What follows belongs to an exercise in optimizing a design on an open flow for small area and a short achievable clock period; a production flow would make more cautious choices.
For this run, only the layout was checked, not whether the RTL still works.
Power is estimated from default activity; no workload was simulated.

File: flow/design.v
`timescale 1ns / 1ps
module top (
    input             clk,
    input      [15:0] x,
    input      [15:0] y,
    output reg [31:0] Q_p
);
  wire [15:0] ax, ay;
  wire        s;
  roba_in u_in (.x(x), .y(y), .ax(ax), .ay(ay), .s(s));
  reg  [15:0] ax_r, ay_r;
  reg         s_r;
  always @(posedge clk) begin
    ax_r <= ax;
    ay_r <= ay;
    s_r  <= s;
  end
  wire [30:0] p;
  roba_mid u_mid (.ax(ax_r), .ay(ay_r), .s(s_r), .p(p));
  always @(posedge clk)
    Q_p <= {s_r, p};
endmodule
module roba_mid (
    input  [15:0] ax,
    input  [15:0] ay,
    input         s,
    output [30:0] p
);
  wire        nzx = |ax;
  wire        nzy = |ay;
  wire [3:0]  ex, ey;
  wire [13:0] dx;
  roba_expx rx (.a(ax), .nz(nzy), .e(ex), .d(dx));
  roba_expy ry (.a(ay), .e(ey));
  wire [30:0] A, B;
  roba_sha sha (.d(ay & {16{nzx}}), .e(ex), .o(A));    
  roba_shb shb (.d(dx), .e(ey), .o(B));                 
  roba_add add (.a(A), .b(B), .inv(s), .s(p));
endmodule
module roba_expx (
    input  [15:0] a,
    input         nz,
    output [3:0]  e,
    output [13:0] d
);
  wire [15:0] m;
  wire [15:0] ar, orr;    
  genvar j;
  generate
    for (j = 0; j < 16; j = j + 1) begin : g_r
      assign ar[j] = a[15-j];
      assign m[15-j] = (j == 0) ? 1'b0 : orr[j-1];
    end
  endgenerate
  roba_por #(.N(16)) por (.i(ar), .o(orr));
  wire [16:1] ge;
  assign ge[1]  = m[0];
  assign ge[2]  = m[1];
  generate
    for (j = 3; j < 16; j = j + 1) begin : g_ge
      assign ge[j] = m[j-1] | (a[j-1] & a[j-2]);
    end
  endgenerate
  assign ge[16] = 1'b0;
  assign e[3] = ge[8];
  assign e[2] = ge[4] & ~ge[8] | ge[12];
  assign e[1] = ge[2] & ~ge[4] | ge[6] & ~ge[8] | ge[10] & ~ge[12] | ge[14];
  assign e[0] = ge[1] & ~ge[2] | ge[3] & ~ge[4] | ge[5] & ~ge[6] | ge[7] & ~ge[8]
              | ge[9] & ~ge[10] | ge[11] & ~ge[12] | ge[13] & ~ge[14] | ge[15];
  wire [15:3] upt;
  generate
    for (j = 3; j < 16; j = j + 1) begin : g_up
      assign upt[j] = a[j-1] & a[j-2] & ~m[j-1];
    end
  endgenerate
  wire up = |upt;
  generate
    for (j = 0; j < 14; j = j + 1) begin : g_d
      assign d[j] = nz & (m[j] ? a[j] : up);
    end
  endgenerate
endmodule
module roba_expy (
    input  [15:0] a,
    output [3:0]  e
);
  wire [15:0] m;
  wire [15:0] ar, orr;    
  genvar j;
  generate
    for (j = 0; j < 16; j = j + 1) begin : g_r
      assign ar[j] = a[15-j];
      assign m[15-j] = (j == 0) ? 1'b0 : orr[j-1];
    end
  endgenerate
  roba_por #(.N(16)) por (.i(ar), .o(orr));
  wire [16:1] ge;
  assign ge[1]  = m[0];
  assign ge[2]  = m[1];
  generate
    for (j = 3; j < 16; j = j + 1) begin : g_ge
      assign ge[j] = m[j-1] | (a[j-1] & a[j-2]);
    end
  endgenerate
  assign ge[16] = 1'b0;
  assign e[3] = ge[8];
  assign e[2] = ge[4] & ~ge[8] | ge[12];
  assign e[1] = ge[2] & ~ge[4] | ge[6] & ~ge[8] | ge[10] & ~ge[12] | ge[14];
  assign e[0] = ge[1] & ~ge[2] | ge[3] & ~ge[4] | ge[5] & ~ge[6] | ge[7] & ~ge[8]
              | ge[9] & ~ge[10] | ge[11] & ~ge[12] | ge[13] & ~ge[14] | ge[15];
endmodule
module roba_por #(parameter N = 16, parameter L = 4) (
    input  [N-1:0] i,
    output [N-1:0] o
);
  wire [N-1:0] t [0:L];
  assign t[0] = i;
  genvar l, k;
  generate
    for (l = 0; l < L; l = l + 1) begin : lv
      for (k = 0; k < N; k = k + 1) begin : bt
        if ((k >> l) & 1) begin : op
          assign t[l+1][k] = t[l][k] | t[l][((k >> l) << l) - 1];
        end else begin : pass
          assign t[l+1][k] = t[l][k];
        end
      end
    end
  endgenerate
  assign o = t[L];
endmodule
module roba_in (
    input  [15:0] x,
    input  [15:0] y,
    output [15:0] ax,
    output [15:0] ay,
    output        s
);
  wire o_1, o_2, o_3, o_4, o_5, o_6, o_7, o_8, i_9, o_10, o_11, i_12, o_13, o_14, i_15, o_16, o_17, i_18, o_19, o_20, o_21, i_22, o_23, o_24, o_25, o_26, i_27, o_28, o_29, o_30, i_31, o_32, o_33, o_34, o_35, o_36, o_37, o_38, o_39, t_40, a_41, i_42, t_43, a_44, t_45, a_46, t_47, a_48, t_49, a_50, t_51, a_52, t_53, a_54, t_55, a_56, t_57, a_58, t_59, a_60, t_61, a_62, t_63, a_64, t_65, a_66, t_67, a_68, t_69, a_70, o_71, o_72, o_73, o_74, o_75, o_76, o_77, o_78, i_79, o_80, o_81, i_82, o_83, o_84, i_85, o_86, o_87, i_88, o_89, o_90, o_91, i_92, o_93, o_94, o_95, o_96, i_97, o_98, o_99, o_100, i_101, o_102, o_103, o_104, o_105, o_106, o_107, o_108, o_109, t_110, a_111, i_112, t_113, a_114, t_115, a_116, t_117, a_118, t_119, a_120, t_121, a_122, t_123, a_124, t_125, a_126, t_127, a_128, t_129, a_130, t_131, a_132, t_133, a_134, t_135, a_136, t_137, a_138, t_139, a_140, sx_141, i_142, i_143;
  g_nor2 u1 (x[1], x[0], o_1);
  g_nor2 u2 (x[3], x[2], o_2);
  g_nor2 u3 (x[5], x[4], o_3);
  g_nor2 u4 (x[7], x[6], o_4);
  g_nor2 u5 (x[9], x[8], o_5);
  g_nor2 u6 (x[11], x[10], o_6);
  g_nor2 u7 (x[13], x[12], o_7);
  g_nor2 u8 (x[15], x[14], o_8);
  g_inv u9 (o_1, i_9);
  g_nor2 u10 (x[2], i_9, o_10);
  g_nand2 u11 (o_2, o_1, o_11);
  g_inv u12 (o_3, i_12);
  g_nor2 u13 (x[6], i_12, o_13);
  g_nand2 u14 (o_4, o_3, o_14);
  g_inv u15 (o_5, i_15);
  g_nor2 u16 (x[10], i_15, o_16);
  g_nand2 u17 (o_6, o_5, o_17);
  g_inv u18 (o_7, i_18);
  g_nor2 u19 (x[14], i_18, o_19);
  g_nand2 u20 (o_8, o_7, o_20);
  g_nor2 u21 (x[4], o_11, o_21);
  g_inv u22 (o_11, i_22);
  g_nand2 u23 (o_3, i_22, o_23);
  g_nand2 u24 (o_13, i_22, o_24);
  g_nor2 u25 (o_14, o_11, o_25);
  g_nor2 u26 (x[12], o_17, o_26);
  g_inv u27 (o_17, i_27);
  g_nand2 u28 (o_7, i_27, o_28);
  g_nand2 u29 (o_19, i_27, o_29);
  g_nor2 u30 (o_20, o_17, o_30);
  g_inv u31 (o_25, i_31);
  g_nor2 u32 (x[8], i_31, o_32);
  g_nand2 u33 (o_5, o_25, o_33);
  g_nand2 u34 (o_16, o_25, o_34);
  g_nor2 u35 (o_17, i_31, o_35);
  g_nand2 u36 (o_26, o_25, o_36);
  g_nor2 u37 (o_28, i_31, o_37);
  g_nor2 u38 (o_29, i_31, o_38);
  g_nand2 u39 (o_30, o_25, o_39);
  g_nand2 u40 (x[15], x[0], t_40);
  g_xnor2 u41 (x[1], t_40, a_41);
  g_inv u42 (x[15], i_42);
  g_nor2 u43 (i_42, o_1, t_43);
  g_xor2 u44 (x[2], t_43, a_44);
  g_nor2 u45 (i_42, o_10, t_45);
  g_xor2 u46 (x[3], t_45, a_46);
  g_nand2 u47 (x[15], o_11, t_47);
  g_xnor2 u48 (x[4], t_47, a_48);
  g_nor2 u49 (i_42, o_21, t_49);
  g_xor2 u50 (x[5], t_49, a_50);
  g_nand2 u51 (x[15], o_23, t_51);
  g_xnor2 u52 (x[6], t_51, a_52);
  g_nand2 u53 (x[15], o_24, t_53);
  g_xnor2 u54 (x[7], t_53, a_54);
  g_nor2 u55 (i_42, o_25, t_55);
  g_xor2 u56 (x[8], t_55, a_56);
  g_nor2 u57 (i_42, o_32, t_57);
  g_xor2 u58 (x[9], t_57, a_58);
  g_nand2 u59 (x[15], o_33, t_59);
  g_xnor2 u60 (x[10], t_59, a_60);
  g_nand2 u61 (x[15], o_34, t_61);
  g_xnor2 u62 (x[11], t_61, a_62);
  g_nor2 u63 (i_42, o_35, t_63);
  g_xor2 u64 (x[12], t_63, a_64);
  g_nand2 u65 (x[15], o_36, t_65);
  g_xnor2 u66 (x[13], t_65, a_66);
  g_nor2 u67 (i_42, o_37, t_67);
  g_xor2 u68 (x[14], t_67, a_68);
  g_nor2 u69 (i_42, o_38, t_69);
  g_xor2 u70 (x[15], t_69, a_70);
  g_nor2 u71 (y[1], y[0], o_71);
  g_nor2 u72 (y[3], y[2], o_72);
  g_nor2 u73 (y[5], y[4], o_73);
  g_nor2 u74 (y[7], y[6], o_74);
  g_nor2 u75 (y[9], y[8], o_75);
  g_nor2 u76 (y[11], y[10], o_76);
  g_nor2 u77 (y[13], y[12], o_77);
  g_nor2 u78 (y[15], y[14], o_78);
  g_inv u79 (o_71, i_79);
  g_nor2 u80 (y[2], i_79, o_80);
  g_nand2 u81 (o_72, o_71, o_81);
  g_inv u82 (o_73, i_82);
  g_nor2 u83 (y[6], i_82, o_83);
  g_nand2 u84 (o_74, o_73, o_84);
  g_inv u85 (o_75, i_85);
  g_nor2 u86 (y[10], i_85, o_86);
  g_nand2 u87 (o_76, o_75, o_87);
  g_inv u88 (o_77, i_88);
  g_nor2 u89 (y[14], i_88, o_89);
  g_nand2 u90 (o_78, o_77, o_90);
  g_nor2 u91 (y[4], o_81, o_91);
  g_inv u92 (o_81, i_92);
  g_nand2 u93 (o_73, i_92, o_93);
  g_nand2 u94 (o_83, i_92, o_94);
  g_nor2 u95 (o_84, o_81, o_95);
  g_nor2 u96 (y[12], o_87, o_96);
  g_inv u97 (o_87, i_97);
  g_nand2 u98 (o_77, i_97, o_98);
  g_nand2 u99 (o_89, i_97, o_99);
  g_nor2 u100 (o_90, o_87, o_100);
  g_inv u101 (o_95, i_101);
  g_nor2 u102 (y[8], i_101, o_102);
  g_nand2 u103 (o_75, o_95, o_103);
  g_nand2 u104 (o_86, o_95, o_104);
  g_nor2 u105 (o_87, i_101, o_105);
  g_nand2 u106 (o_96, o_95, o_106);
  g_nor2 u107 (o_98, i_101, o_107);
  g_nor2 u108 (o_99, i_101, o_108);
  g_nand2 u109 (o_100, o_95, o_109);
  g_nand2 u110 (y[15], y[0], t_110);
  g_xnor2 u111 (y[1], t_110, a_111);
  g_inv u112 (y[15], i_112);
  g_nor2 u113 (i_112, o_71, t_113);
  g_xor2 u114 (y[2], t_113, a_114);
  g_nor2 u115 (i_112, o_80, t_115);
  g_xor2 u116 (y[3], t_115, a_116);
  g_nand2 u117 (y[15], o_81, t_117);
  g_xnor2 u118 (y[4], t_117, a_118);
  g_nor2 u119 (i_112, o_91, t_119);
  g_xor2 u120 (y[5], t_119, a_120);
  g_nand2 u121 (y[15], o_93, t_121);
  g_xnor2 u122 (y[6], t_121, a_122);
  g_nand2 u123 (y[15], o_94, t_123);
  g_xnor2 u124 (y[7], t_123, a_124);
  g_nor2 u125 (i_112, o_95, t_125);
  g_xor2 u126 (y[8], t_125, a_126);
  g_nor2 u127 (i_112, o_102, t_127);
  g_xor2 u128 (y[9], t_127, a_128);
  g_nand2 u129 (y[15], o_103, t_129);
  g_xnor2 u130 (y[10], t_129, a_130);
  g_nand2 u131 (y[15], o_104, t_131);
  g_xnor2 u132 (y[11], t_131, a_132);
  g_nor2 u133 (i_112, o_105, t_133);
  g_xor2 u134 (y[12], t_133, a_134);
  g_nand2 u135 (y[15], o_106, t_135);
  g_xnor2 u136 (y[13], t_135, a_136);
  g_nor2 u137 (i_112, o_107, t_137);
  g_xor2 u138 (y[14], t_137, a_138);
  g_nor2 u139 (i_112, o_108, t_139);
  g_xor2 u140 (y[15], t_139, a_140);
  g_xnor2 u141 (x[15], y[15], sx_141);
  g_inv u142 (o_39, i_142);
  g_inv u143 (o_109, i_143);
  assign ax[0] = x[0];
  assign ax[1] = a_41;
  assign ax[2] = a_44;
  assign ax[3] = a_46;
  assign ax[4] = a_48;
  assign ax[5] = a_50;
  assign ax[6] = a_52;
  assign ax[7] = a_54;
  assign ax[8] = a_56;
  assign ax[9] = a_58;
  assign ax[10] = a_60;
  assign ax[11] = a_62;
  assign ax[12] = a_64;
  assign ax[13] = a_66;
  assign ax[14] = a_68;
  assign ax[15] = a_70;
  assign ay[0] = y[0];
  assign ay[1] = a_111;
  assign ay[2] = a_114;
  assign ay[3] = a_116;
  assign ay[4] = a_118;
  assign ay[5] = a_120;
  assign ay[6] = a_122;
  assign ay[7] = a_124;
  assign ay[8] = a_126;
  assign ay[9] = a_128;
  assign ay[10] = a_130;
  assign ay[11] = a_132;
  assign ay[12] = a_134;
  assign ay[13] = a_136;
  assign ay[14] = a_138;
  assign ay[15] = a_140;
  g_nor3 gs (sx_141, i_142, i_143, s);
endmodule
module roba_sha (
    input  [15:0] d,
    input  [3:0]  e,
    output [30:0] o
);
  wire en_1, en_2, en_3, en_4, sh_5, sh_6, sh_7, sh_8, sh_9, sh_10, sh_11, sh_12, sh_13, sh_14, sh_15, sh_16, sh_17, sh_18, sh_19, sh_20, sh_21, sh_22, sh_23, sh_24, sh_25, sh_26, sh_27, sh_28, sh_29, sh_30, sh_31, sh_32, sh_33, sh_34, sh_35, sh_36, sh_37, sh_38, sh_39, sh_40, sh_41, sh_42, sh_43, sh_44, sh_45, sh_46, sh_47, sh_48, sh_49, sh_50, sh_51, sh_52, sh_53, sh_54, sh_55, sh_56, sh_57, sh_58, sh_59, sh_60, sh_61, sh_62, sh_63, sh_64, sh_65, sh_66, sh_67, sh_68, sh_69, sh_70, sh_71, sh_72, sh_73, sh_74, sh_75, sh_76, sh_77, sh_78, sh_79, sh_80, sh_81, sh_82, sh_83, sh_84, sh_85, sh_86, sh_87, sh_88, sh_89, sh_90, sh_91, sh_92, sh_93, sh_94, sh_95, sh_96, sh_97, sh_98, sh_99, sh_100, sh_101, sh_102, sh_103, sh_104, sh_105, sh_106, sh_107, sh_108, sh_109, sh_110, sh_111, sh_112, sh_113, sh_114, sh_115, sh_116, sh_117;
  g_inv u1 (e[3], en_1);
  g_inv u2 (e[2], en_2);
  g_inv u3 (e[1], en_3);
  g_inv u4 (e[0], en_4);
  g_nand2 u5 (en_1, d[0], sh_5);
  g_nand2 u6 (en_1, d[1], sh_6);
  g_nand2 u7 (en_1, d[2], sh_7);
  g_nand2 u8 (en_1, d[3], sh_8);
  g_nand2 u9 (en_1, d[4], sh_9);
  g_nand2 u10 (en_1, d[5], sh_10);
  g_nand2 u11 (en_1, d[6], sh_11);
  g_nand2 u12 (en_1, d[7], sh_12);
  g_o22ai u13 (d[0], en_1, d[8], e[3], sh_13);
  g_o22ai u14 (d[1], en_1, d[9], e[3], sh_14);
  g_o22ai u15 (d[2], en_1, d[10], e[3], sh_15);
  g_o22ai u16 (d[3], en_1, d[11], e[3], sh_16);
  g_o22ai u17 (d[4], en_1, d[12], e[3], sh_17);
  g_o22ai u18 (d[5], en_1, d[13], e[3], sh_18);
  g_o22ai u19 (d[6], en_1, d[14], e[3], sh_19);
  g_o22ai u20 (d[7], en_1, d[15], e[3], sh_20);
  g_nand2 u21 (e[3], d[8], sh_21);
  g_nand2 u22 (e[3], d[9], sh_22);
  g_nand2 u23 (e[3], d[10], sh_23);
  g_nand2 u24 (e[3], d[11], sh_24);
  g_nand2 u25 (e[3], d[12], sh_25);
  g_nand2 u26 (e[3], d[13], sh_26);
  g_nand2 u27 (e[3], d[14], sh_27);
  g_nand2 u28 (e[3], d[15], sh_28);
  g_nor2 u29 (e[2], sh_5, sh_29);
  g_nor2 u30 (e[2], sh_6, sh_30);
  g_nor2 u31 (e[2], sh_7, sh_31);
  g_nor2 u32 (e[2], sh_8, sh_32);
  g_o22ai u33 (sh_5, en_2, sh_9, e[2], sh_33);
  g_o22ai u34 (sh_6, en_2, sh_10, e[2], sh_34);
  g_o22ai u35 (sh_7, en_2, sh_11, e[2], sh_35);
  g_o22ai u36 (sh_8, en_2, sh_12, e[2], sh_36);
  g_o22ai u37 (sh_9, en_2, sh_13, e[2], sh_37);
  g_o22ai u38 (sh_10, en_2, sh_14, e[2], sh_38);
  g_o22ai u39 (sh_11, en_2, sh_15, e[2], sh_39);
  g_o22ai u40 (sh_12, en_2, sh_16, e[2], sh_40);
  g_o22ai u41 (sh_13, en_2, sh_17, e[2], sh_41);
  g_o22ai u42 (sh_14, en_2, sh_18, e[2], sh_42);
  g_o22ai u43 (sh_15, en_2, sh_19, e[2], sh_43);
  g_o22ai u44 (sh_16, en_2, sh_20, e[2], sh_44);
  g_o22ai u45 (sh_17, en_2, sh_21, e[2], sh_45);
  g_o22ai u46 (sh_18, en_2, sh_22, e[2], sh_46);
  g_o22ai u47 (sh_19, en_2, sh_23, e[2], sh_47);
  g_o22ai u48 (sh_20, en_2, sh_24, e[2], sh_48);
  g_o22ai u49 (sh_21, en_2, sh_25, e[2], sh_49);
  g_o22ai u50 (sh_22, en_2, sh_26, e[2], sh_50);
  g_o22ai u51 (sh_23, en_2, sh_27, e[2], sh_51);
  g_o22ai u52 (sh_24, en_2, sh_28, e[2], sh_52);
  g_nor2 u53 (en_2, sh_25, sh_53);
  g_nor2 u54 (en_2, sh_26, sh_54);
  g_nor2 u55 (en_2, sh_27, sh_55);
  g_nor2 u56 (en_2, sh_28, sh_56);
  g_nand2 u57 (en_3, sh_29, sh_57);
  g_nand2 u58 (en_3, sh_30, sh_58);
  g_o22ai u59 (sh_29, en_3, sh_31, e[1], sh_59);
  g_o22ai u60 (sh_30, en_3, sh_32, e[1], sh_60);
  g_o22ai u61 (sh_31, en_3, sh_33, e[1], sh_61);
  g_o22ai u62 (sh_32, en_3, sh_34, e[1], sh_62);
  g_o22ai u63 (sh_33, en_3, sh_35, e[1], sh_63);
  g_o22ai u64 (sh_34, en_3, sh_36, e[1], sh_64);
  g_o22ai u65 (sh_35, en_3, sh_37, e[1], sh_65);
  g_o22ai u66 (sh_36, en_3, sh_38, e[1], sh_66);
  g_o22ai u67 (sh_37, en_3, sh_39, e[1], sh_67);
  g_o22ai u68 (sh_38, en_3, sh_40, e[1], sh_68);
  g_o22ai u69 (sh_39, en_3, sh_41, e[1], sh_69);
  g_o22ai u70 (sh_40, en_3, sh_42, e[1], sh_70);
  g_o22ai u71 (sh_41, en_3, sh_43, e[1], sh_71);
  g_o22ai u72 (sh_42, en_3, sh_44, e[1], sh_72);
  g_o22ai u73 (sh_43, en_3, sh_45, e[1], sh_73);
  g_o22ai u74 (sh_44, en_3, sh_46, e[1], sh_74);
  g_o22ai u75 (sh_45, en_3, sh_47, e[1], sh_75);
  g_o22ai u76 (sh_46, en_3, sh_48, e[1], sh_76);
  g_o22ai u77 (sh_47, en_3, sh_49, e[1], sh_77);
  g_o22ai u78 (sh_48, en_3, sh_50, e[1], sh_78);
  g_o22ai u79 (sh_49, en_3, sh_51, e[1], sh_79);
  g_o22ai u80 (sh_50, en_3, sh_52, e[1], sh_80);
  g_o22ai u81 (sh_51, en_3, sh_53, e[1], sh_81);
  g_o22ai u82 (sh_52, en_3, sh_54, e[1], sh_82);
  g_o22ai u83 (sh_53, en_3, sh_55, e[1], sh_83);
  g_o22ai u84 (sh_54, en_3, sh_56, e[1], sh_84);
  g_nand2 u85 (e[1], sh_55, sh_85);
  g_nand2 u86 (e[1], sh_56, sh_86);
  g_nor2 u87 (e[0], sh_57, sh_87);
  g_o22ai u88 (sh_57, en_4, sh_58, e[0], sh_88);
  g_o22ai u89 (sh_58, en_4, sh_59, e[0], sh_89);
  g_o22ai u90 (sh_59, en_4, sh_60, e[0], sh_90);
  g_o22ai u91 (sh_60, en_4, sh_61, e[0], sh_91);
  g_o22ai u92 (sh_61, en_4, sh_62, e[0], sh_92);
  g_o22ai u93 (sh_62, en_4, sh_63, e[0], sh_93);
  g_o22ai u94 (sh_63, en_4, sh_64, e[0], sh_94);
  g_o22ai u95 (sh_64, en_4, sh_65, e[0], sh_95);
  g_o22ai u96 (sh_65, en_4, sh_66, e[0], sh_96);
  g_o22ai u97 (sh_66, en_4, sh_67, e[0], sh_97);
  g_o22ai u98 (sh_67, en_4, sh_68, e[0], sh_98);
  g_o22ai u99 (sh_68, en_4, sh_69, e[0], sh_99);
  g_o22ai u100 (sh_69, en_4, sh_70, e[0], sh_100);
  g_o22ai u101 (sh_70, en_4, sh_71, e[0], sh_101);
  g_o22ai u102 (sh_71, en_4, sh_72, e[0], sh_102);
  g_o22ai u103 (sh_72, en_4, sh_73, e[0], sh_103);
  g_o22ai u104 (sh_73, en_4, sh_74, e[0], sh_104);
  g_o22ai u105 (sh_74, en_4, sh_75, e[0], sh_105);
  g_o22ai u106 (sh_75, en_4, sh_76, e[0], sh_106);
  g_o22ai u107 (sh_76, en_4, sh_77, e[0], sh_107);
  g_o22ai u108 (sh_77, en_4, sh_78, e[0], sh_108);
  g_o22ai u109 (sh_78, en_4, sh_79, e[0], sh_109);
  g_o22ai u110 (sh_79, en_4, sh_80, e[0], sh_110);
  g_o22ai u111 (sh_80, en_4, sh_81, e[0], sh_111);
  g_o22ai u112 (sh_81, en_4, sh_82, e[0], sh_112);
  g_o22ai u113 (sh_82, en_4, sh_83, e[0], sh_113);
  g_o22ai u114 (sh_83, en_4, sh_84, e[0], sh_114);
  g_o22ai u115 (sh_84, en_4, sh_85, e[0], sh_115);
  g_o22ai u116 (sh_85, en_4, sh_86, e[0], sh_116);
  g_nor2 u117 (en_4, sh_86, sh_117);
  assign o[0] = sh_87;
  assign o[1] = sh_88;
  assign o[2] = sh_89;
  assign o[3] = sh_90;
  assign o[4] = sh_91;
  assign o[5] = sh_92;
  assign o[6] = sh_93;
  assign o[7] = sh_94;
  assign o[8] = sh_95;
  assign o[9] = sh_96;
  assign o[10] = sh_97;
  assign o[11] = sh_98;
  assign o[12] = sh_99;
  assign o[13] = sh_100;
  assign o[14] = sh_101;
  assign o[15] = sh_102;
  assign o[16] = sh_103;
  assign o[17] = sh_104;
  assign o[18] = sh_105;
  assign o[19] = sh_106;
  assign o[20] = sh_107;
  assign o[21] = sh_108;
  assign o[22] = sh_109;
  assign o[23] = sh_110;
  assign o[24] = sh_111;
  assign o[25] = sh_112;
  assign o[26] = sh_113;
  assign o[27] = sh_114;
  assign o[28] = sh_115;
  assign o[29] = sh_116;
  assign o[30] = sh_117;
endmodule
module roba_shb (
    input  [13:0] d,
    input  [3:0]  e,
    output [30:0] o
);
  wire en_1, en_2, en_3, en_4, sn_5, sh_6, sh_7, sh_8, sh_9, sh_10, sh_11, sh_12, sh_13, sh_14, sh_15, sh_16, sh_17, sh_18, sh_19, sh_20, sh_21, sh_22, sh_23, sh_24, sh_25, sh_26, sh_27, sh_28, sh_29, sh_30, sh_31, sh_32, sh_33, sh_34, sh_35, sh_36, sh_37, sh_38, sh_39, sh_40, sh_41, sh_42, sh_43, sh_44, sh_45, sh_46, sh_47, sh_48, sh_49, sh_50, sh_51, sh_52, sh_53, sh_54, sh_55, sh_56, sh_57, sh_58, sh_59, sh_60, sh_61, sh_62, sh_63, sh_64, sh_65, sh_66, sh_67, sh_68, sh_69, sh_70, sh_71, sh_72, sh_73, sh_74, sh_75, sh_76, sh_77, sh_78, sh_79, sh_80, sh_81, sh_82, sh_83;
  g_inv u1 (e[0], en_1);
  g_inv u2 (e[1], en_2);
  g_inv u3 (e[2], en_3);
  g_inv u4 (e[3], en_4);
  g_inv u5 (d[13], sn_5);
  g_nand2 u6 (en_1, d[0], sh_6);
  g_o22ai u7 (d[0], en_1, d[1], e[0], sh_7);
  g_o22ai u8 (d[1], en_1, d[2], e[0], sh_8);
  g_o22ai u9 (d[2], en_1, d[3], e[0], sh_9);
  g_o22ai u10 (d[3], en_1, d[4], e[0], sh_10);
  g_o22ai u11 (d[4], en_1, d[5], e[0], sh_11);
  g_o22ai u12 (d[5], en_1, d[6], e[0], sh_12);
  g_o22ai u13 (d[6], en_1, d[7], e[0], sh_13);
  g_o22ai u14 (d[7], en_1, d[8], e[0], sh_14);
  g_o22ai u15 (d[8], en_1, d[9], e[0], sh_15);
  g_o22ai u16 (d[9], en_1, d[10], e[0], sh_16);
  g_o22ai u17 (d[10], en_1, d[11], e[0], sh_17);
  g_o22ai u18 (d[11], en_1, d[12], e[0], sh_18);
  g_o22ai u19 (d[12], en_1, d[13], e[0], sh_19);
  g_nor2 u20 (e[1], sh_6, sh_20);
  g_nor2 u21 (e[1], sh_7, sh_21);
  g_o22ai u22 (sh_6, en_2, sh_8, e[1], sh_22);
  g_o22ai u23 (sh_7, en_2, sh_9, e[1], sh_23);
  g_o22ai u24 (sh_8, en_2, sh_10, e[1], sh_24);
  g_o22ai u25 (sh_9, en_2, sh_11, e[1], sh_25);
  g_o22ai u26 (sh_10, en_2, sh_12, e[1], sh_26);
  g_o22ai u27 (sh_11, en_2, sh_13, e[1], sh_27);
  g_o22ai u28 (sh_12, en_2, sh_14, e[1], sh_28);
  g_o22ai u29 (sh_13, en_2, sh_15, e[1], sh_29);
  g_o22ai u30 (sh_14, en_2, sh_16, e[1], sh_30);
  g_o22ai u31 (sh_15, en_2, sh_17, e[1], sh_31);
  g_o22ai u32 (sh_16, en_2, sh_18, e[1], sh_32);
  g_o22ai u33 (sh_17, en_2, sh_19, e[1], sh_33);
  g_o22ai u34 (sh_18, en_2, sn_5, e[1], sh_34);
  g_o22ai u35 (sh_19, en_2, sn_5, e[1], sh_35);
  g_nand2 u36 (en_3, sh_20, sh_36);
  g_nand2 u37 (en_3, sh_21, sh_37);
  g_nand2 u38 (en_3, sh_22, sh_38);
  g_nand2 u39 (en_3, sh_23, sh_39);
  g_o22ai u40 (sh_20, en_3, sh_24, e[2], sh_40);
  g_o22ai u41 (sh_21, en_3, sh_25, e[2], sh_41);
  g_o22ai u42 (sh_22, en_3, sh_26, e[2], sh_42);
  g_o22ai u43 (sh_23, en_3, sh_27, e[2], sh_43);
  g_o22ai u44 (sh_24, en_3, sh_28, e[2], sh_44);
  g_o22ai u45 (sh_25, en_3, sh_29, e[2], sh_45);
  g_o22ai u46 (sh_26, en_3, sh_30, e[2], sh_46);
  g_o22ai u47 (sh_27, en_3, sh_31, e[2], sh_47);
  g_o22ai u48 (sh_28, en_3, sh_32, e[2], sh_48);
  g_o22ai u49 (sh_29, en_3, sh_33, e[2], sh_49);
  g_o22ai u50 (sh_30, en_3, sh_34, e[2], sh_50);
  g_o22ai u51 (sh_31, en_3, sh_35, e[2], sh_51);
  g_o22ai u52 (sh_32, en_3, d[13], e[2], sh_52);
  g_o22ai u53 (sh_33, en_3, d[13], e[2], sh_53);
  g_o22ai u54 (sh_34, en_3, d[13], e[2], sh_54);
  g_o22ai u55 (sh_35, en_3, d[13], e[2], sh_55);
  g_nor2 u56 (e[3], sh_36, sh_56);
  g_nor2 u57 (e[3], sh_37, sh_57);
  g_nor2 u58 (e[3], sh_38, sh_58);
  g_nor2 u59 (e[3], sh_39, sh_59);
  g_nor2 u60 (e[3], sh_40, sh_60);
  g_nor2 u61 (e[3], sh_41, sh_61);
  g_nor2 u62 (e[3], sh_42, sh_62);
  g_nor2 u63 (e[3], sh_43, sh_63);
  g_o22ai u64 (sh_36, en_4, sh_44, e[3], sh_64);
  g_o22ai u65 (sh_37, en_4, sh_45, e[3], sh_65);
  g_o22ai u66 (sh_38, en_4, sh_46, e[3], sh_66);
  g_o22ai u67 (sh_39, en_4, sh_47, e[3], sh_67);
  g_o22ai u68 (sh_40, en_4, sh_48, e[3], sh_68);
  g_o22ai u69 (sh_41, en_4, sh_49, e[3], sh_69);
  g_o22ai u70 (sh_42, en_4, sh_50, e[3], sh_70);
  g_o22ai u71 (sh_43, en_4, sh_51, e[3], sh_71);
  g_o22ai u72 (sh_44, en_4, sh_52, e[3], sh_72);
  g_o22ai u73 (sh_45, en_4, sh_53, e[3], sh_73);
  g_o22ai u74 (sh_46, en_4, sh_54, e[3], sh_74);
  g_o22ai u75 (sh_47, en_4, sh_55, e[3], sh_75);
  g_o22ai u76 (sh_48, en_4, sn_5, e[3], sh_76);
  g_o22ai u77 (sh_49, en_4, sn_5, e[3], sh_77);
  g_o22ai u78 (sh_50, en_4, sn_5, e[3], sh_78);
  g_o22ai u79 (sh_51, en_4, sn_5, e[3], sh_79);
  g_o22ai u80 (sh_52, en_4, sn_5, e[3], sh_80);
  g_o22ai u81 (sh_53, en_4, sn_5, e[3], sh_81);
  g_o22ai u82 (sh_54, en_4, sn_5, e[3], sh_82);
  g_o22ai u83 (sh_55, en_4, sn_5, e[3], sh_83);
  assign o[0] = sh_56;
  assign o[1] = sh_57;
  assign o[2] = sh_58;
  assign o[3] = sh_59;
  assign o[4] = sh_60;
  assign o[5] = sh_61;
  assign o[6] = sh_62;
  assign o[7] = sh_63;
  assign o[8] = sh_64;
  assign o[9] = sh_65;
  assign o[10] = sh_66;
  assign o[11] = sh_67;
  assign o[12] = sh_68;
  assign o[13] = sh_69;
  assign o[14] = sh_70;
  assign o[15] = sh_71;
  assign o[16] = sh_72;
  assign o[17] = sh_73;
  assign o[18] = sh_74;
  assign o[19] = sh_75;
  assign o[20] = sh_76;
  assign o[21] = sh_77;
  assign o[22] = sh_78;
  assign o[23] = sh_79;
  assign o[24] = sh_80;
  assign o[25] = sh_81;
  assign o[26] = sh_82;
  assign o[27] = sh_83;
  assign o[28] = d[13];
  assign o[29] = d[13];
  assign o[30] = d[13];
endmodule
module roba_add (
    input  [30:0] a,
    input  [30:0] b,
    input         inv,
    output [30:0] s
);
  wire g_1, h_2, p_3, g_4, h_5, p_6, g_7, h_8, p_9, g_10, h_11, p_12, g_13, h_14, p_15, g_16, h_17, p_18, g_19, h_20, p_21, g_22, h_23, p_24, g_25, h_26, p_27, g_28, h_29, p_30, g_31, h_32, p_33, g_34, h_35, p_36, g_37, h_38, p_39, g_40, h_41, p_42, g_43, h_44, p_45, g_46, h_47, p_48, g_49, h_50, p_51, g_52, h_53, p_54, g_55, h_56, p_57, g_58, h_59, p_60, g_61, h_62, p_63, g_64, h_65, p_66, g_67, h_68, p_69, g_70, h_71, p_72, g_73, h_74, p_75, g_76, h_77, p_78, g_79, h_80, p_81, g_82, h_83, p_84, g_85, h_86, p_87, g_88, h_89, p_90, g_91, h_92, p_93, G_94, G_95, P_96, G_97, P_98, G_99, P_100, G_101, P_102, G_103, P_104, G_105, P_106, G_107, P_108, G_109, P_110, G_111, P_112, G_113, P_114, G_115, P_116, G_117, P_118, G_119, P_120, G_121, P_122, G_123, G_124, P_125, G_126, P_127, G_128, P_129, G_130, P_131, G_132, P_133, G_134, P_135, G_136, G_137, P_138, G_139, P_140, G_141, i_142, G_143, i_144, G_145, G_146, G_147, i_148, G_149, G_150, G_151, G_152, G_153, i_154, G_155, G_156, i_157, G_158, G_159, G_160, G_161, G_162, i_163, G_164, G_165, G_166, G_167, i_168, G_169, G_170, G_171, G_172, i_173, G_174, G_175, hs_176, hs_177, o_178, hs_179, o_180, hs_181, o_182, hs_183, o_184, hs_185, o_186, hs_187, o_188, hs_189, o_190, hs_191, o_192, hs_193, o_194, hs_195, o_196, hs_197, o_198, hs_199, o_200, hs_201, o_202, hs_203, o_204, hs_205, o_206, hs_207, o_208, hs_209, o_210, hs_211, o_212, hs_213, o_214, hs_215, o_216, hs_217, o_218, hs_219, o_220, hs_221, o_222, hs_223, o_224, hs_225, o_226, hs_227, o_228, hs_229, o_230, hs_231, o_232, hs_233, o_234, hs_235, o_236;
  g_nand2 u1 (a[0], b[0], g_1);
  g_xnor2 u2 (a[0], b[0], h_2);
  g_nor2 u3 (a[0], b[0], p_3);
  g_nand2 u4 (a[1], b[1], g_4);
  g_xnor2 u5 (a[1], b[1], h_5);
  g_nor2 u6 (a[1], b[1], p_6);
  g_nand2 u7 (a[2], b[2], g_7);
  g_xnor2 u8 (a[2], b[2], h_8);
  g_nor2 u9 (a[2], b[2], p_9);
  g_nand2 u10 (a[3], b[3], g_10);
  g_xnor2 u11 (a[3], b[3], h_11);
  g_nor2 u12 (a[3], b[3], p_12);
  g_nand2 u13 (a[4], b[4], g_13);
  g_xnor2 u14 (a[4], b[4], h_14);
  g_nor2 u15 (a[4], b[4], p_15);
  g_nand2 u16 (a[5], b[5], g_16);
  g_xnor2 u17 (a[5], b[5], h_17);
  g_nor2 u18 (a[5], b[5], p_18);
  g_nand2 u19 (a[6], b[6], g_19);
  g_xnor2 u20 (a[6], b[6], h_20);
  g_nor2 u21 (a[6], b[6], p_21);
  g_nand2 u22 (a[7], b[7], g_22);
  g_xnor2 u23 (a[7], b[7], h_23);
  g_nor2 u24 (a[7], b[7], p_24);
  g_nand2 u25 (a[8], b[8], g_25);
  g_xnor2 u26 (a[8], b[8], h_26);
  g_nor2 u27 (a[8], b[8], p_27);
  g_nand2 u28 (a[9], b[9], g_28);
  g_xnor2 u29 (a[9], b[9], h_29);
  g_nor2 u30 (a[9], b[9], p_30);
  g_nand2 u31 (a[10], b[10], g_31);
  g_xnor2 u32 (a[10], b[10], h_32);
  g_nor2 u33 (a[10], b[10], p_33);
  g_nand2 u34 (a[11], b[11], g_34);
  g_xnor2 u35 (a[11], b[11], h_35);
  g_nor2 u36 (a[11], b[11], p_36);
  g_nand2 u37 (a[12], b[12], g_37);
  g_xnor2 u38 (a[12], b[12], h_38);
  g_nor2 u39 (a[12], b[12], p_39);
  g_nand2 u40 (a[13], b[13], g_40);
  g_xnor2 u41 (a[13], b[13], h_41);
  g_nor2 u42 (a[13], b[13], p_42);
  g_nand2 u43 (a[14], b[14], g_43);
  g_xnor2 u44 (a[14], b[14], h_44);
  g_nor2 u45 (a[14], b[14], p_45);
  g_nand2 u46 (a[15], b[15], g_46);
  g_xnor2 u47 (a[15], b[15], h_47);
  g_nor2 u48 (a[15], b[15], p_48);
  g_nand2 u49 (a[16], b[16], g_49);
  g_xnor2 u50 (a[16], b[16], h_50);
  g_nor2 u51 (a[16], b[16], p_51);
  g_nand2 u52 (a[17], b[17], g_52);
  g_xnor2 u53 (a[17], b[17], h_53);
  g_nor2 u54 (a[17], b[17], p_54);
  g_nand2 u55 (a[18], b[18], g_55);
  g_xnor2 u56 (a[18], b[18], h_56);
  g_nor2 u57 (a[18], b[18], p_57);
  g_nand2 u58 (a[19], b[19], g_58);
  g_xnor2 u59 (a[19], b[19], h_59);
  g_nor2 u60 (a[19], b[19], p_60);
  g_nand2 u61 (a[20], b[20], g_61);
  g_xnor2 u62 (a[20], b[20], h_62);
  g_nor2 u63 (a[20], b[20], p_63);
  g_nand2 u64 (a[21], b[21], g_64);
  g_xnor2 u65 (a[21], b[21], h_65);
  g_nor2 u66 (a[21], b[21], p_66);
  g_nand2 u67 (a[22], b[22], g_67);
  g_xnor2 u68 (a[22], b[22], h_68);
  g_nor2 u69 (a[22], b[22], p_69);
  g_nand2 u70 (a[23], b[23], g_70);
  g_xnor2 u71 (a[23], b[23], h_71);
  g_nor2 u72 (a[23], b[23], p_72);
  g_nand2 u73 (a[24], b[24], g_73);
  g_xnor2 u74 (a[24], b[24], h_74);
  g_nor2 u75 (a[24], b[24], p_75);
  g_nand2 u76 (a[25], b[25], g_76);
  g_xnor2 u77 (a[25], b[25], h_77);
  g_nor2 u78 (a[25], b[25], p_78);
  g_nand2 u79 (a[26], b[26], g_79);
  g_xnor2 u80 (a[26], b[26], h_80);
  g_nor2 u81 (a[26], b[26], p_81);
  g_nand2 u82 (a[27], b[27], g_82);
  g_xnor2 u83 (a[27], b[27], h_83);
  g_nor2 u84 (a[27], b[27], p_84);
  g_nand2 u85 (a[28], b[28], g_85);
  g_xnor2 u86 (a[28], b[28], h_86);
  g_nor2 u87 (a[28], b[28], p_87);
  g_nand2 u88 (a[29], b[29], g_88);
  g_xnor2 u89 (a[29], b[29], h_89);
  g_nor2 u90 (a[29], b[29], p_90);
  g_nand2 u91 (a[30], b[30], g_91);
  g_xnor2 u92 (a[30], b[30], h_92);
  g_nor2 u93 (a[30], b[30], p_93);
  g_o21ai u94 (p_6, g_1, g_4, G_94);
  g_o21ai u95 (p_12, g_7, g_10, G_95);
  g_nor2 u96 (p_12, p_9, P_96);
  g_o21ai u97 (p_18, g_13, g_16, G_97);
  g_nor2 u98 (p_18, p_15, P_98);
  g_o21ai u99 (p_24, g_19, g_22, G_99);
  g_nor2 u100 (p_24, p_21, P_100);
  g_o21ai u101 (p_30, g_25, g_28, G_101);
  g_nor2 u102 (p_30, p_27, P_102);
  g_o21ai u103 (p_36, g_31, g_34, G_103);
  g_nor2 u104 (p_36, p_33, P_104);
  g_o21ai u105 (p_42, g_37, g_40, G_105);
  g_nor2 u106 (p_42, p_39, P_106);
  g_o21ai u107 (p_48, g_43, g_46, G_107);
  g_nor2 u108 (p_48, p_45, P_108);
  g_o21ai u109 (p_54, g_49, g_52, G_109);
  g_nor2 u110 (p_54, p_51, P_110);
  g_o21ai u111 (p_60, g_55, g_58, G_111);
  g_nor2 u112 (p_60, p_57, P_112);
  g_o21ai u113 (p_66, g_61, g_64, G_113);
  g_nor2 u114 (p_66, p_63, P_114);
  g_o21ai u115 (p_72, g_67, g_70, G_115);
  g_nor2 u116 (p_72, p_69, P_116);
  g_o21ai u117 (p_78, g_73, g_76, G_117);
  g_nor2 u118 (p_78, p_75, P_118);
  g_o21ai u119 (p_84, g_79, g_82, G_119);
  g_nor2 u120 (p_84, p_81, P_120);
  g_o21ai u121 (p_90, g_85, g_88, G_121);
  g_nor2 u122 (p_90, p_87, P_122);
  g_a21oi u123 (P_96, G_94, G_95, G_123);
  g_a21oi u124 (P_100, G_97, G_99, G_124);
  g_nand2 u125 (P_100, P_98, P_125);
  g_a21oi u126 (P_104, G_101, G_103, G_126);
  g_nand2 u127 (P_104, P_102, P_127);
  g_a21oi u128 (P_108, G_105, G_107, G_128);
  g_nand2 u129 (P_108, P_106, P_129);
  g_a21oi u130 (P_112, G_109, G_111, G_130);
  g_nand2 u131 (P_112, P_110, P_131);
  g_a21oi u132 (P_116, G_113, G_115, G_132);
  g_nand2 u133 (P_116, P_114, P_133);
  g_a21oi u134 (P_120, G_117, G_119, G_134);
  g_nand2 u135 (P_120, P_118, P_135);
  g_o21ai u136 (P_125, G_123, G_124, G_136);
  g_o21ai u137 (P_129, G_126, G_128, G_137);
  g_nor2 u138 (P_129, P_127, P_138);
  g_o21ai u139 (P_133, G_130, G_132, G_139);
  g_nor2 u140 (P_133, P_131, P_140);
  g_a21oi u141 (P_138, G_136, G_137, G_141);
  g_inv u142 (G_141, i_142);
  g_a21oi u143 (P_140, i_142, G_139, G_143);
  g_inv u144 (G_136, i_144);
  g_o21ai u145 (P_127, i_144, G_126, G_145);
  g_o21ai u146 (P_131, G_141, G_130, G_146);
  g_o21ai u147 (P_135, G_143, G_134, G_147);
  g_inv u148 (G_123, i_148);
  g_a21oi u149 (P_98, i_148, G_97, G_149);
  g_a21oi u150 (P_102, G_136, G_101, G_150);
  g_a21oi u151 (P_106, G_145, G_105, G_151);
  g_a21oi u152 (P_110, i_142, G_109, G_152);
  g_a21oi u153 (P_114, G_146, G_113, G_153);
  g_inv u154 (G_143, i_154);
  g_a21oi u155 (P_118, i_154, G_117, G_155);
  g_a21oi u156 (P_122, G_147, G_121, G_156);
  g_inv u157 (G_94, i_157);
  g_o21ai u158 (p_9, i_157, g_7, G_158);
  g_o21ai u159 (p_15, G_123, g_13, G_159);
  g_o21ai u160 (p_21, G_149, g_19, G_160);
  g_o21ai u161 (p_27, i_144, g_25, G_161);
  g_o21ai u162 (p_33, G_150, g_31, G_162);
  g_inv u163 (G_145, i_163);
  g_o21ai u164 (p_39, i_163, g_37, G_164);
  g_o21ai u165 (p_45, G_151, g_43, G_165);
  g_o21ai u166 (p_51, G_141, g_49, G_166);
  g_o21ai u167 (p_57, G_152, g_55, G_167);
  g_inv u168 (G_146, i_168);
  g_o21ai u169 (p_63, i_168, g_61, G_169);
  g_o21ai u170 (p_69, G_153, g_67, G_170);
  g_o21ai u171 (p_75, G_143, g_73, G_171);
  g_o21ai u172 (p_81, G_155, g_79, G_172);
  g_inv u173 (G_147, i_173);
  g_o21ai u174 (p_87, i_173, g_85, G_174);
  g_o21ai u175 (p_93, G_156, g_91, G_175);
  g_xnor2 u176 (h_2, inv, hs_176);
  g_xnor2 u177 (h_5, inv, hs_177);
  g_xnor2 u178 (hs_177, g_1, o_178);
  g_xnor2 u179 (h_8, inv, hs_179);
  g_xor2 u180 (hs_179, G_94, o_180);
  g_xnor2 u181 (h_11, inv, hs_181);
  g_xor2 u182 (hs_181, G_158, o_182);
  g_xnor2 u183 (h_14, inv, hs_183);
  g_xnor2 u184 (hs_183, G_123, o_184);
  g_xnor2 u185 (h_17, inv, hs_185);
  g_xor2 u186 (hs_185, G_159, o_186);
  g_xnor2 u187 (h_20, inv, hs_187);
  g_xnor2 u188 (hs_187, G_149, o_188);
  g_xnor2 u189 (h_23, inv, hs_189);
  g_xor2 u190 (hs_189, G_160, o_190);
  g_xnor2 u191 (h_26, inv, hs_191);
  g_xor2 u192 (hs_191, G_136, o_192);
  g_xnor2 u193 (h_29, inv, hs_193);
  g_xor2 u194 (hs_193, G_161, o_194);
  g_xnor2 u195 (h_32, inv, hs_195);
  g_xnor2 u196 (hs_195, G_150, o_196);
  g_xnor2 u197 (h_35, inv, hs_197);
  g_xor2 u198 (hs_197, G_162, o_198);
  g_xnor2 u199 (h_38, inv, hs_199);
  g_xor2 u200 (hs_199, G_145, o_200);
  g_xnor2 u201 (h_41, inv, hs_201);
  g_xor2 u202 (hs_201, G_164, o_202);
  g_xnor2 u203 (h_44, inv, hs_203);
  g_xnor2 u204 (hs_203, G_151, o_204);
  g_xnor2 u205 (h_47, inv, hs_205);
  g_xor2 u206 (hs_205, G_165, o_206);
  g_xnor2 u207 (h_50, inv, hs_207);
  g_xnor2 u208 (hs_207, G_141, o_208);
  g_xnor2 u209 (h_53, inv, hs_209);
  g_xor2 u210 (hs_209, G_166, o_210);
  g_xnor2 u211 (h_56, inv, hs_211);
  g_xnor2 u212 (hs_211, G_152, o_212);
  g_xnor2 u213 (h_59, inv, hs_213);
  g_xor2 u214 (hs_213, G_167, o_214);
  g_xnor2 u215 (h_62, inv, hs_215);
  g_xor2 u216 (hs_215, G_146, o_216);
  g_xnor2 u217 (h_65, inv, hs_217);
  g_xor2 u218 (hs_217, G_169, o_218);
  g_xnor2 u219 (h_68, inv, hs_219);
  g_xnor2 u220 (hs_219, G_153, o_220);
  g_xnor2 u221 (h_71, inv, hs_221);
  g_xor2 u222 (hs_221, G_170, o_222);
  g_xnor2 u223 (h_74, inv, hs_223);
  g_xnor2 u224 (hs_223, G_143, o_224);
  g_xnor2 u225 (h_77, inv, hs_225);
  g_xor2 u226 (hs_225, G_171, o_226);
  g_xnor2 u227 (h_80, inv, hs_227);
  g_xnor2 u228 (hs_227, G_155, o_228);
  g_xnor2 u229 (h_83, inv, hs_229);
  g_xor2 u230 (hs_229, G_172, o_230);
  g_xnor2 u231 (h_86, inv, hs_231);
  g_xor2 u232 (hs_231, G_147, o_232);
  g_xnor2 u233 (h_89, inv, hs_233);
  g_xor2 u234 (hs_233, G_174, o_234);
  g_xnor2 u235 (h_92, inv, hs_235);
  g_xnor2 u236 (hs_235, G_156, o_236);
  assign s[0] = hs_176;
  assign s[1] = o_178;
  assign s[2] = o_180;
  assign s[3] = o_182;
  assign s[4] = o_184;
  assign s[5] = o_186;
  assign s[6] = o_188;
  assign s[7] = o_190;
  assign s[8] = o_192;
  assign s[9] = o_194;
  assign s[10] = o_196;
  assign s[11] = o_198;
  assign s[12] = o_200;
  assign s[13] = o_202;
  assign s[14] = o_204;
  assign s[15] = o_206;
  assign s[16] = o_208;
  assign s[17] = o_210;
  assign s[18] = o_212;
  assign s[19] = o_214;
  assign s[20] = o_216;
  assign s[21] = o_218;
  assign s[22] = o_220;
  assign s[23] = o_222;
  assign s[24] = o_224;
  assign s[25] = o_226;
  assign s[26] = o_228;
  assign s[27] = o_230;
  assign s[28] = o_232;
  assign s[29] = o_234;
  assign s[30] = o_236;
endmodule
module g_inv   (input a, output y);                   assign y = ~a;                      endmodule
module g_nand2 (input a, input b, output y);          assign y = ~(a & b);                endmodule
module g_nor2  (input a, input b, output y);          assign y = ~(a | b);                endmodule
module g_xor2  (input a, input b, output y);          assign y = a ^ b;                   endmodule
module g_xnor2 (input a, input b, output y);          assign y = ~(a ^ b);                endmodule
module g_a21oi (input a1, input a2, input b1, output y); assign y = ~((a1 & a2) | b1);    endmodule
module g_o21ai (input a1, input a2, input b1, output y); assign y = ~((a1 | a2) & b1);    endmodule
module g_o22ai (input a1, input a2, input b1, input b2, output y); assign y = ~((a1 | a2) & (b1 | b2)); endmodule
module g_nor3  (input a, input b, input c, output y); assign y = ~(a | b | c);          endmodule
module g_nor4  (input a, input b, input c, input d, output y); assign y = ~(a | b | c | d); endmodule
module g_and4  (input a, input b, input c, input d, output y); assign y = a & b & c & d;  endmodule
module g_nand3 (input a, input b, input c, output y); assign y = ~(a & b & c);          endmodule
module g_nand4 (input a, input b, input c, input d, output y); assign y = ~(a & b & c & d); endmodule
module g_a22o  (input a1, input a2, input b1, input b2, output y); assign y = (a1 & a2) | (b1 & b2); endmodule
module g_a31oi (input a1, input a2, input a3, input b1, output y); assign y = ~((a1 & a2 & a3) | b1); endmodule
module g_a41oi (input a1, input a2, input a3, input a4, input b1, output y); assign y = ~((a1 & a2 & a3 & a4) | b1); endmodule
File: flow/flow/run.sh
#!/bin/bash
# Own layout flow: the standard ORFS flow with these changes:
#  - synthesis keeps the modules named in KEEP (flattened again at the end, as the standard flow's script
#    does) so that ABC maps each with a script of its own (ABC_PLAN: module:script pairs);
#  - ports get PORT_BUF buffers;
#  - timing repair aims SETUP_MARGIN ns below the clock period.
# Every tool's output goes to a log file in the work folder (and ORFS's own logs under orfs/logs).
set -euo pipefail
WORK=$(pwd)
FLOWDIR=$WORK/flow
source $FLOWDIR/settings.sh

cp config.mk my_config.mk
cat >> my_config.mk <<EOC
export SETUP_SLACK_MARGIN = ${SETUP_MARGIN}
export TNS_END_PERCENT = 100
export BUFFER_PORTS_ARGS = -buffer_cell ${PORT_BUF}
export SYNTH_KEEP_MODULES = ${KEEP:-}
EOC
[ -n "${EXTRA_MK:-}" ] && printf '%b\n' "$EXTRA_MK" >> my_config.mk

# synthesis script: the standard flow's, with abc run once per module of ABC_PLAN, each with its own script
{
  echo "proc abc {args} {"
  echo "  set i [lsearch -exact \$args -script]"
  echo "  foreach {mod scr} {${ABC_PLAN}} {"
  echo "    set a \$args"
  echo "    lset a [expr {\$i + 1}] $FLOWDIR/\$scr"
  echo "    yosys abc {*}\$a \$mod"
  echo "  }"
  echo "}"
  cat synth_recipe.tcl
} > my_synth.tcl

make -C "$FLOW_HOME" DESIGN_CONFIG=$WORK/my_config.mk WORK_HOME=$WORK/orfs CLKGATE_MAP_FILE= \
  SYNTH_SCRIPT=$WORK/my_synth.tcl finish > $WORK/make_finish.log 2>&1

RES=$WORK/orfs/results/$FLOW_PLATFORM/top/base
: # left out here: write the final layout as DEF
File: flow/flow/amap.abc
strash; dch -f; amap
File: flow/flow/exp.abc
strash; dch -f; map -D 900; topo; buffer -N 8; upsize -D 900; dnsize -D 900; stime -p
File: flow/flow/gate.abc
strash; map -a
File: flow/flow/settings.sh
SETUP_MARGIN=9.5
PORT_BUF=sky130_fd_sc_hd__buf_1
KEEP="roba_expx roba_expy g_a21oi g_inv g_nand2 g_nor2 g_nor3 g_o21ai g_o22ai g_xnor2 g_xor2 "
ABC_PLAN="roba_expx exp.abc roba_expy exp.abc g_* gate.abc top amap.abc"
EXTRA_MK='export ADDER_MAP_FILE =
export CTS_BUF_LIST = sky130_fd_sc_hd__clkbuf_8
export CTS_CLUSTER_SIZE = 32
export CTS_CLUSTER_DIAMETER = 60
export SKIP_GATE_CLONING = 1'
File: flow/standard.sh
#!/bin/bash
# synth_recipe.tcl (not shown) runs the flow's synth.tcl, then flattens the netlist and writes it again
# the make line also repeats each setting of config.mk as NAME=value (left out here)
make -C /OpenROAD-flow-scripts/flow DESIGN_CONFIG=/design/flow/config.mk WORK_HOME=/design/flow/orfs CLKGATE_MAP_FILE= SYNTH_SCRIPT=/design/flow/synth_recipe.tcl "${@:-finish}"
File: flow/config.mk
export PLATFORM = sky130hd
export DESIGN_NAME = top
export DESIGN_NICKNAME = top
export VERILOG_FILES = /design/flow/design.v
export SDC_FILE = /design/flow/constraint.sdc
export NUM_CORES = 8
export LEC_CHECK = 0
export CAP_MARGIN = 20
export CORE_MARGIN = 2
export CORE_UTILIZATION = 40
export SLEW_MARGIN = 20
File: flow/constraint.sdc
create_clock -name core_clock -period 14.0 [get_ports {clk}]
set_input_delay 2.8000 -clock core_clock [delete_from_list [all_inputs] [get_ports {clk}]]
set_output_delay 2.8000 -clock core_clock [all_outputs]
set_load 0.01 [all_outputs]
==> impl_metrics.yaml <==
critical_path:
  critPathTopFamily: "compound AO/OA/AOI/OAI gates"
  r2r-start: "ax_r[12]"
  worstSetupEndpoint: "Q_p[27]"
  slowest_delay_ns: 0.40
  startpoint: "ax_r[12]"
  arrival_ns: 4.58
  start_kind: "flop"
  worstPathRequired_ns: 14.25
  ff2ff_setup_slack_ns: 9.66
  worst_path_max_delay_cell: "dfxtp_1"
  worst-path-stages: 24
  crit_fanout: 8
  cp_cell_sequence: "nor2_1 -> nand2_2 -> inv_4 -> nand2_4 -> nor3_4 -> a221oi_4 -> buf_4 -> buf_4 -> a41oi_1 -> o22ai_1 -> o22ai_2 -> o22ai_1 -> nor2_1 -> nor2_1 -> o21ai_0 -> a21oi_1 -> o21ai_2 -> a21oi_2 -> inv_2 -> a21oi_4 -> clkinv_1 -> a21oi_1 -> o21ai_0 -> xor2_1"
  critPathBufInv: 5
  cp_common_cell: "nor2_1"
  reg2regPathDepth: 24
  reg2reg_to: "Q_p[27]"
  path_class: "reg2reg"
  worst_setup_path_end_kind: "flop"
yosys:
  yosys.area.top_type: "dfxtp_1"
  synth_area_um2: 5483
  postSynth.asyncResetShare: 0
  synth_nets: 842
  synth_edf_count: 0
  yosysTopAreaCellShare: 0.2373
  synth_most_common_cell: "o22ai_1"
  synthCells: 809
  yosys_warnings: 2
  ys.flop_type: "dfxtp_1"
  synth_area_leaders: "dfxtp_1, o22ai_1, xnor2_1"
  ys_seq_elements: 65
  ys_top_cells_by_count: "o22ai_1, nor2_1, nand2_1"
  synth-seq-area-share: 0.2373
  ys_types: 37
  avgSynthCellArea_um2: 6.777
sta:
  relSlewSlack: 0.3231
  drv_slew: 0
  hold_viol: 0
  finalSetupViolations: 0
  rsz0062_at_grt: "yes"
  finalCriticalPeriod_ns: 4.339
  timing.fmax_ghz: 0.2305
  fin_crit_sh: 0.3100
  fin_skew_ns: 0.003445
  worst_slew_pin_slew_ns: 1.015
  setup_tns_ns: 0
die:
  die_area_um2: 14660
  initial_core_util: 0.4124
  rows: 42
  die-height_um: 121.1
  coreArea_um2: 13300
  die_x_um: 121.1
  ios: 65
pwr:
  combPwrFrac: 0.536
  p_int_w: 0.0005204
  ir_worst_vdd_uv: 48.86
  netSwitchingFraction: 0.4160
  power.total_w: 0.0008910
  power_frac_seq: 0.297
  p_per_area_nw_per_um2: 129.3
  clockPowerShare: 0.166
  leakage_nw: 2.402
  switching_power_w: 0.0003706
drt:
  via_per_inst: 5.485
  postRouteAntennaNets: 0
  post-route-drc-count: 0
  drt_wl_total_mm: 15.26
  num_vias: 6023
  post_drt_wl_per_cell_um: 13.90
  first_pass_iters: 6
  drtIter0Drc: 603
cts:
  path_clk_slew_ns: 0.07
  clock_path_buffers: 2
  cts-buffers-inserted: 9
  cts.sinks: 65
  htree_levels: 3
  cts_tree: "done"
  cts-root-buf: "clkbuf_8"
  clock_latency_ns: 0.36
final_layout:
  syn2layout_area_growth_pct: 25.70
  layout.area.seq_um2: 1308
  final_area_um2: 6892
  drive_above_1_share: 0.1584
  n_antenna_cell: 0
  layout.nets: 951
  nFillCells: 1360
  multi_input_area_um2: 4387
placed_design:
  hpwlAfterDp_mm: 11.26
  placedInstanceArea_um2: 5995
  gp_congestion: 0.9404
  numPortBuffers: 64
global_route:
  antenna_found_initial: 0
  grt_max_degree: 33
  overflow: 0
  grt_util_all_layers: 0.2014
  grt_pass1_vias: 5134
  grt_pass1_wl_mm: 24.02
worst_hold_path:
  holdCritPathClass: "reg2reg"
outcome:
  outcome: "timing/DRC/antenna clean"
flow_run:
  drv_cap: 0
[per-layer routing]
metal / up-vias / track usage / wire (µm)
met5: - / 0 / 0
met4: 0 / 0.07195 / 365
met3: 26 / 0.02303 / 899
met2: 217 / 0.3255 / 6863
met1: 2680 / 0.2765 / 7128
li1: 3100 / - / -
[cells by family after synthesis]
group,after synthesis,synth area share
AOI/OAI and AO/OA,262,0.2905
xor gates and xnor gates,123,0.1965
buffers and inverters,62,0.04450
DFF,65,0.2373
and+or+nand+nor,297,0.2312
[per-module statistics from Yosys, one instance, submodules excluded, excerpt]
module	flops+latches	area, µm²	cells inside	times used
g_o21ai	0	5.005	1	35
roba_expy	0	198.9	43	1
g_inv	0	3.754	1	35
g_xor2	0	8.758	1	35
g_o22ai	0	6.256	1	146
g_xnor2	0	8.758	1	88
[power by group through the flow]
stage / Combinational, W / Sequential (W) / Clock, W
final: 0.000478 / 0.000265 / 0.000148
after global routing: 0.000528 / 0.000272 / 0.000162
after CTS: 0.000425 / 0.000265 / 0.000154
after detailed placement: 0.000417 / 0.000269 / 0
after global placement: 0.000415 / 0.000268 / 0
after floorplan: 0.000306 / 0.000283 / 0
[cells in the final DEF (no fill, tap or decap), types with 8 or more instances in the layout]
master | synthesis | layout
buf_4 | 0 | 35
clkinv_1 | 35 | 26
a41oi_2 | 0 | 8
nand2_1 | 116 | 114
clkbuf_8 | 0 | 9
xnor2_1 | 88 | 88
nor2b_1 | 16 | 16
o22ai_1 | 146 | 108
nor4_1 | 9 | 9
buf_1 | 0 | 64
inv_1 | 19 | 21
dfxtp_1 | 65 | 60
a21oi_1 | 34 | 31
nor2_1 | 136 | 132
o22ai_2 | 0 | 38
xor2_1 | 35 | 35
o21ai_0 | 59 | 48
[sequential cells by signal (all words and copies together) (netlist names)]
name / cells
Q_p: 32
ax_r: 16
s_r: 1
ay_r: 16
[layout make-up]
class	instances	share of cell area
repair buffers	102	0.07825
multi-input cells	682	0.6365
inverters	58	0.03794
flip-flops and latches	65	0.1897
clock buffers	9	0.01797
well taps	176	0.03195
clock inverters	6	0.007625
[how the worst min path moves through the flow]
stage / startpoint / to / slack [ns] / cells past startpoint
final: s_r / Q_p[31] / 0.86 / 0
after global routing: s_r / Q_p[31] / 0.89 / 0
after CTS: s_r / Q_p[31] / 0.88 / 0
after detailed placement: s_r / Q_p[31] / 0.88 / 0
after global placement: s_r / Q_p[31] / 0.87 / 0
after floorplan: ax_r[0] / Q_p[1] / 0.81 / 8
[metrics by stage]
step	hold WS, ns	setup WS, ns	cells	utilization
final	0.8623	9.661	1098	0.5184
after global routing	0.8917	9.391	1098	0.5184
after CTS	0.8813	9.534	1068	0.4707
after detailed placement	0.8753	8.580	1048	0.4509
after global placement	0.8686	8.574	1047	0.4503
after floorplan	0.8128	9.537	809	-
[timing repair]
item	in CTS	in global routing
resized for setup	18	76
setup endpoints to repair	21	17
pin swaps	3	13
buffers inserted	5	30
hold buffers	0	0

==> re-timing with driven ports <==
In the flow no input, the clock included, has a driving cell. The finished layout below was timed again as built, in two steps. Step 1: set_driving_cell puts a clkbuf_16 on clk and a buf_2 on each other input, an assumption about the parent block. Step 2 moves the port delays by t, midway between the first and last clock arrival at a register: inputs arrive t later, outputs are due t later. That takes back most of the time a late clock gives input paths. a / b / c = no drivers / after step 1 / after step 2; a / b = the first two.
t, ns: 0.393
setup WS [ns]: 9.661 / 9.661 / 9.661
worst data-port slew with drivers (ns): 0.03
After both steps setup and hold are still met in this run. The setup slack of this run moves by 0.000 ns with the drivers and by 0.000 ns with both steps.
